What follows belongs to an exercise in optimizing a design on an open flow for small area; a production flow would make more cautious choices.
The RTL was checked by simulation tests, not by an equivalence proof against the original design.
Power figures rest on the tool's default switching activity, not on a simulated workload.

==> job 8707 <==
## CannyEdge
module CannyEdge(dAddrRegRow, dAddrRegCol, bWE, bCE, InData, OutData,
	OPMode, bOPEnable, dReadReg, dWriteReg,	clk, rst_b);
==> flow/config.mk <==
export PLATFORM = sky130hd
export DESIGN_NAME = CannyEdge
export DESIGN_NICKNAME = CannyEdge
export VERILOG_FILES = /design/flow/design.v
export SDC_FILE = /design/flow/constraint.sdc
export NUM_CORES = 4
export LEC_CHECK = 0
export CAP_MARGIN = 20
export CORE_MARGIN = 2
export CORE_UTILIZATION = 70
export CTS_BUF_LIST = sky130_fd_sc_hd__clkbuf_16
export CTS_CLUSTER_DIAMETER = 100
export CTS_CLUSTER_SIZE = 20
export PLACE_DENSITY = 0.8
export SLEW_MARGIN = 20
==> flow/constraint.sdc <==
create_clock -name core_clock -period 12.0 [get_ports {clk}]
set_input_delay 2.4000 -clock core_clock [delete_from_list [all_inputs] [get_ports {clk}]]
set_output_delay 2.4000 -clock core_clock [all_outputs]
set_load 0.01 [all_outputs]
standard.sh (not shown) runs the stock make flow with config.mk's settings and CLKGATE_MAP_FILE= SYNTH_SCRIPT=/design/flow/synth_recipe.tcl, a recipe that flattens the netlist after the stock synthesis.
==> flow/flow/run.sh <==
#!/bin/bash
# Layout flow: the standard synthesis; then invopt.py, a netlist pass that
# removes inverters around full adders (same function, same registers); then
# the standard layout, with the port buffers made of the smallest buffer.
# Each tool's output goes to a log file of its own in this folder.
set -euo pipefail
R="$PWD/orfs/results/sky130hd/CannyEdge/base"
bash standard.sh synth > synth.log 2>&1
cp "$R/1_2_yosys.v" std_1_2_yosys.v
python3 flow/invopt.py std_1_2_yosys.v "$R/1_2_yosys.v" > invopt.log 2>&1
rm -f "$R/1_synth.odb" "$R/1_synth.sdc"
export BUFFER_PORTS_ARGS="-buffer_cell sky130_fd_sc_hd__buf_1"
bash standard.sh > layout.log 2>&1
Other scripts of this flow, unchanged in this note and not shown: flow/flow/invopt.py
==> job 207 (differences from job 8707) <==
==> flow/flow/run.sh (replaced) <==
#!/bin/bash
# Layout flow.
#  1. the standard synthesis (standard.sh synth).
#  2. The same synthesis script once more, with yosys synth's -noabc, so that
#     the full adders written in the RTL reach extract_fa unchanged (fewer
#     inverters). regmap.py checks that it has exactly the standard
#     synthesis's registers (paired by Q net, same cell types) and gives them
#     the standard instance names; if not, the standard netlist is used.
#  3. invopt.py removes inverters around full adders (same function, same
#     registers).
#  4. the standard layout from that netlist, with the port buffers made of
#     the smallest buffer, clock tree synthesis without dummy loads, and
#     power recovery (downsizing of gates off the critical paths) after global
#     routing.
# Each tool's output goes to a log file of its own in this folder.
set -euo pipefail
R="$PWD/orfs/results/sky130hd/CannyEdge/base"
bash standard.sh synth > synth.log 2>&1
cp "$R/1_2_yosys.v" std_1_2_yosys.v
sed 's/yosys synth -nofsm -noshare /yosys synth -nofsm -noshare -noabc /' synth_recipe.tcl > synth_noabc.tcl
sed -e "s|SYNTH_SCRIPT=[^ ]*|SYNTH_SCRIPT=$PWD/synth_noabc.tcl|" \
    -e "s|WORK_HOME=[^ ]*|WORK_HOME=$PWD/orfs_alt|" standard.sh > standard_alt.sh
SRC=std_1_2_yosys.v
if bash standard_alt.sh synth > synth_alt.log 2>&1 &&
   python3 flow/regmap.py std_1_2_yosys.v orfs_alt/results/sky130hd/CannyEdge/base/1_2_yosys.v alt_1_2_yosys.v > regmap.log 2>&1; then
  SRC=alt_1_2_yosys.v
fi
echo "netlist: $SRC" >> regmap.log
python3 flow/invopt.py "$SRC" "$R/1_2_yosys.v" > invopt.log 2>&1
rm -f "$R/1_synth.odb" "$R/1_synth.sdc"
export BUFFER_PORTS_ARGS="-buffer_cell sky130_fd_sc_hd__buf_1"
export CTS_ARGS="-sink_clustering_enable -repair_clock_nets -sink_clustering_size 20 -sink_clustering_max_diameter 100 -buf_list sky130_fd_sc_hd__clkbuf_16 -dont_use_dummy_load"
export RECOVER_POWER=100
bash standard.sh > layout.log 2>&1
==> flow/flow/regmap.py (new file) <==
#!/usr/bin/env python3
"""Gives the registers of an alternative synthesis netlist the instance names
of the standard synthesis.

usage: regmap.py std.v alt.v out.v

Registers are paired by the net on their Q pin. The script fails (exit 1),
writing nothing, unless both netlists have the same number of registers, each
Q net appears once in each, and paired registers have the same cell type.
"""
import re, sys

SEQ = re.compile(r'sky130_fd_sc_hd__(?:s?e?df\w*|dl\w*)_\d+$')
cell_re = re.compile(r'^(\s*)(sky130_fd_sc_hd__\w+)\s+(\\\S+\s|\S+)(\s*\()(.*?\);\n)', re.S | re.M)

def regs(txt):
    out = {}
    for m in cell_re.finditer(txt):
        typ, name = m.group(2), m.group(3).strip()
        if SEQ.match(typ):
            q = re.search(r'\.Q\(\s*(.*?)\s*\)', m.group(5))
            if not q:
                sys.exit(f"register {name} without Q pin")
            q = q.group(1)
            if q in out:
                sys.exit(f"Q net {q} driven twice")
            out[q] = (typ, name)
    return out

std = open(sys.argv[1]).read()
alt = open(sys.argv[2]).read()
rs, ra = regs(std), regs(alt)
if set(rs) != set(ra):
    sys.exit(f"register sets differ: {sorted(set(rs) ^ set(ra))[:10]}")
for q in rs:
    if rs[q][0] != ra[q][0]:
        sys.exit(f"register on {q}: {rs[q][0]} vs {ra[q][0]}")
newname = {ra[q][1]: rs[q][1] for q in rs}
stdnames = set(newname.values())
taken = set(m.group(3).strip() for m in cell_re.finditer(alt))
def fmt(n):
    return n + ' ' if n.startswith('\\') else n
k = [0]
def sub(m):
    name = m.group(3).strip()
    if name in newname:
        name = newname[name]
    elif name in stdnames:
        k[0] += 1
        name = f"_regmap_c{k[0]}_"
        assert name not in taken
    return f"{m.group(1)}{m.group(2)} {fmt(name)}{m.group(4)}{m.group(5)}"
out = cell_re.sub(sub, alt)
chk = regs(out)
assert all(chk[q] == rs[q] for q in rs)
open(sys.argv[3], 'w').write(out)
print(f"{len(rs)} registers renamed to the standard synthesis names, {k[0]} other cells renamed")
==> job 5266 (differences from job 8707) <==
==> flow/flow/run.sh (replaced) <==
#!/bin/bash
# Layout flow.
#  1. the standard synthesis (standard.sh synth).
#  2. The same synthesis script once more, with yosys synth's -noabc, so that
#     the full adders written in the RTL reach extract_fa unchanged (fewer
#     inverters). regmap.py checks that it has exactly the standard
#     synthesis's registers (paired by Q net, same cell types) and gives them
#     the standard instance names; if not, the standard netlist is used.
#  3. invopt.py removes inverters around full adders (same function, same
#     registers).
#  4. the standard layout from that netlist, with the port buffers made of
#     the smallest buffer and clock tree synthesis without dummy loads.
# Each tool's output goes to a log file of its own in this folder.
set -euo pipefail
R="$PWD/orfs/results/sky130hd/CannyEdge/base"
bash standard.sh synth > synth.log 2>&1
cp "$R/1_2_yosys.v" std_1_2_yosys.v
sed 's/yosys synth -nofsm -noshare /yosys synth -nofsm -noshare -noabc /' synth_recipe.tcl > synth_noabc.tcl
sed -e "s|SYNTH_SCRIPT=[^ ]*|SYNTH_SCRIPT=$PWD/synth_noabc.tcl|" \
    -e "s|WORK_HOME=[^ ]*|WORK_HOME=$PWD/orfs_alt|" standard.sh > standard_alt.sh
SRC=std_1_2_yosys.v
if bash standard_alt.sh synth > synth_alt.log 2>&1 &&
   python3 flow/regmap.py std_1_2_yosys.v orfs_alt/results/sky130hd/CannyEdge/base/1_2_yosys.v alt_1_2_yosys.v > regmap.log 2>&1; then
  SRC=alt_1_2_yosys.v
fi
echo "netlist: $SRC" >> regmap.log
python3 flow/invopt.py "$SRC" "$R/1_2_yosys.v" > invopt.log 2>&1
rm -f "$R/1_synth.odb" "$R/1_synth.sdc"
export BUFFER_PORTS_ARGS="-buffer_cell sky130_fd_sc_hd__buf_1"
export CTS_ARGS="-sink_clustering_enable -repair_clock_nets -sink_clustering_size 20 -sink_clustering_max_diameter 100 -buf_list sky130_fd_sc_hd__clkbuf_16 -dont_use_dummy_load"
bash standard.sh > layout.log 2>&1
==> flow/flow/regmap.py (new file) <==
#!/usr/bin/env python3
"""Gives the registers of an alternative synthesis netlist the instance names
of the standard synthesis.

usage: regmap.py std.v alt.v out.v

Registers are paired by the net on their Q pin. The script fails (exit 1),
writing nothing, unless both netlists have the same number of registers, each
Q net appears once in each, and paired registers have the same cell type.
"""
import re, sys

SEQ = re.compile(r'sky130_fd_sc_hd__(?:s?e?df\w*|dl\w*)_\d+$')
cell_re = re.compile(r'^(\s*)(sky130_fd_sc_hd__\w+)\s+(\\\S+\s|\S+)(\s*\()(.*?\);\n)', re.S | re.M)

def regs(txt):
    out = {}
    for m in cell_re.finditer(txt):
        typ, name = m.group(2), m.group(3).strip()
        if SEQ.match(typ):
            q = re.search(r'\.Q\(\s*(.*?)\s*\)', m.group(5))
            if not q:
                sys.exit(f"register {name} without Q pin")
            q = q.group(1)
            if q in out:
                sys.exit(f"Q net {q} driven twice")
            out[q] = (typ, name)
    return out

std = open(sys.argv[1]).read()
alt = open(sys.argv[2]).read()
rs, ra = regs(std), regs(alt)
if set(rs) != set(ra):
    sys.exit(f"register sets differ: {sorted(set(rs) ^ set(ra))[:10]}")
for q in rs:
    if rs[q][0] != ra[q][0]:
        sys.exit(f"register on {q}: {rs[q][0]} vs {ra[q][0]}")
newname = {ra[q][1]: rs[q][1] for q in rs}
stdnames = set(newname.values())
taken = set(m.group(3).strip() for m in cell_re.finditer(alt))
def fmt(n):
    return n + ' ' if n.startswith('\\') else n
k = [0]
def sub(m):
    name = m.group(3).strip()
    if name in newname:
        name = newname[name]
    elif name in stdnames:
        k[0] += 1
        name = f"_regmap_c{k[0]}_"
        assert name not in taken
    return f"{m.group(1)}{m.group(2)} {fmt(name)}{m.group(4)}{m.group(5)}"
out = cell_re.sub(sub, alt)
chk = regs(out)
assert all(chk[q] == rs[q] for q in rs)
open(sys.argv[3], 'w').write(out)
print(f"{len(rs)} registers renamed to the standard synthesis names, {k[0]} other cells renamed")
CORE_UTILIZATION = 80   (was 70)
PLACE_DENSITY = 0.9   (was 0.8)
==> run summary <==
status=no timing/DRC/antenna violations; Final WS setup=2.283 ns; Final HPWL DP=31.57 mm; Worst path depth=18; met3 usage=0.1123; crit-path max FO=48; Peak VDD IR=0.0001887 V; post-layout util=0.8518; routed wire length=42.57 mm; critical hold path startpoint=X[6][3]
Source of the figures above: job 5266

==> run summary <==
Peak VDD IR=0.0002400 V; Pins Over Slew Limit=52; MaxCap Viol Count=2; crit-path max FO=31; status=failed layout checks; post-layout util=0.7504; Worst path depth=20; Failing Checks=capacitance limit, slew limit; routed wire length=41.14 mm; met3 usage=0.07497; Final HPWL DP=31.52 mm
Source of the figures above: job 207

==> run summary <==
status=no timing/DRC/antenna violations; crit-path max FO=47; Final WS setup=2.761 ns; critical hold path startpoint=cnt[2]; Peak VDD IR=0.0002554 V; comb pwr=1.54 mW; met3 usage=0.08056; Final HPWL DP=30.97 mm; Worst path depth=24; routed wire length=40.31 mm
Source of the figures above: job 8707

separate check: timing with driven ports:
Ports are ideal in the flow. The routed layouts listed here were re-timed in OpenROAD.
Step 1 assumes that a clkbuf_16 drives the clock port and a buf_2 every other input.
Step 2 also shifts input and output timing later by t, the mid clock arrival at the registers, as if the neighbouring blocks saw the same clock.
a / b / c = ideal ports / drivers / drivers and shift; a / b = the first two.
run | t (ns) | setup WS [ns] | worst hold slack (ns) | worst data-port slew with drivers (ns)
job 8707 | 0.561 | 2.761 / 2.785 / 2.224 | 0.594 / 0.594 / 0.594 | 0.03
job 207 | 0.540 | 1.736 / 1.762 / 1.222 | 0.689 / 0.689 / 0.689 | 0.03
job 5266 | 0.538 | 2.283 / 2.303 / 1.765 | 0.675 / 0.675 / 0.675 | 0.04
For job 8707, which loses most, drivers alone change the setup slack by +0.024 ns; drivers and shift together by -0.537 ns.
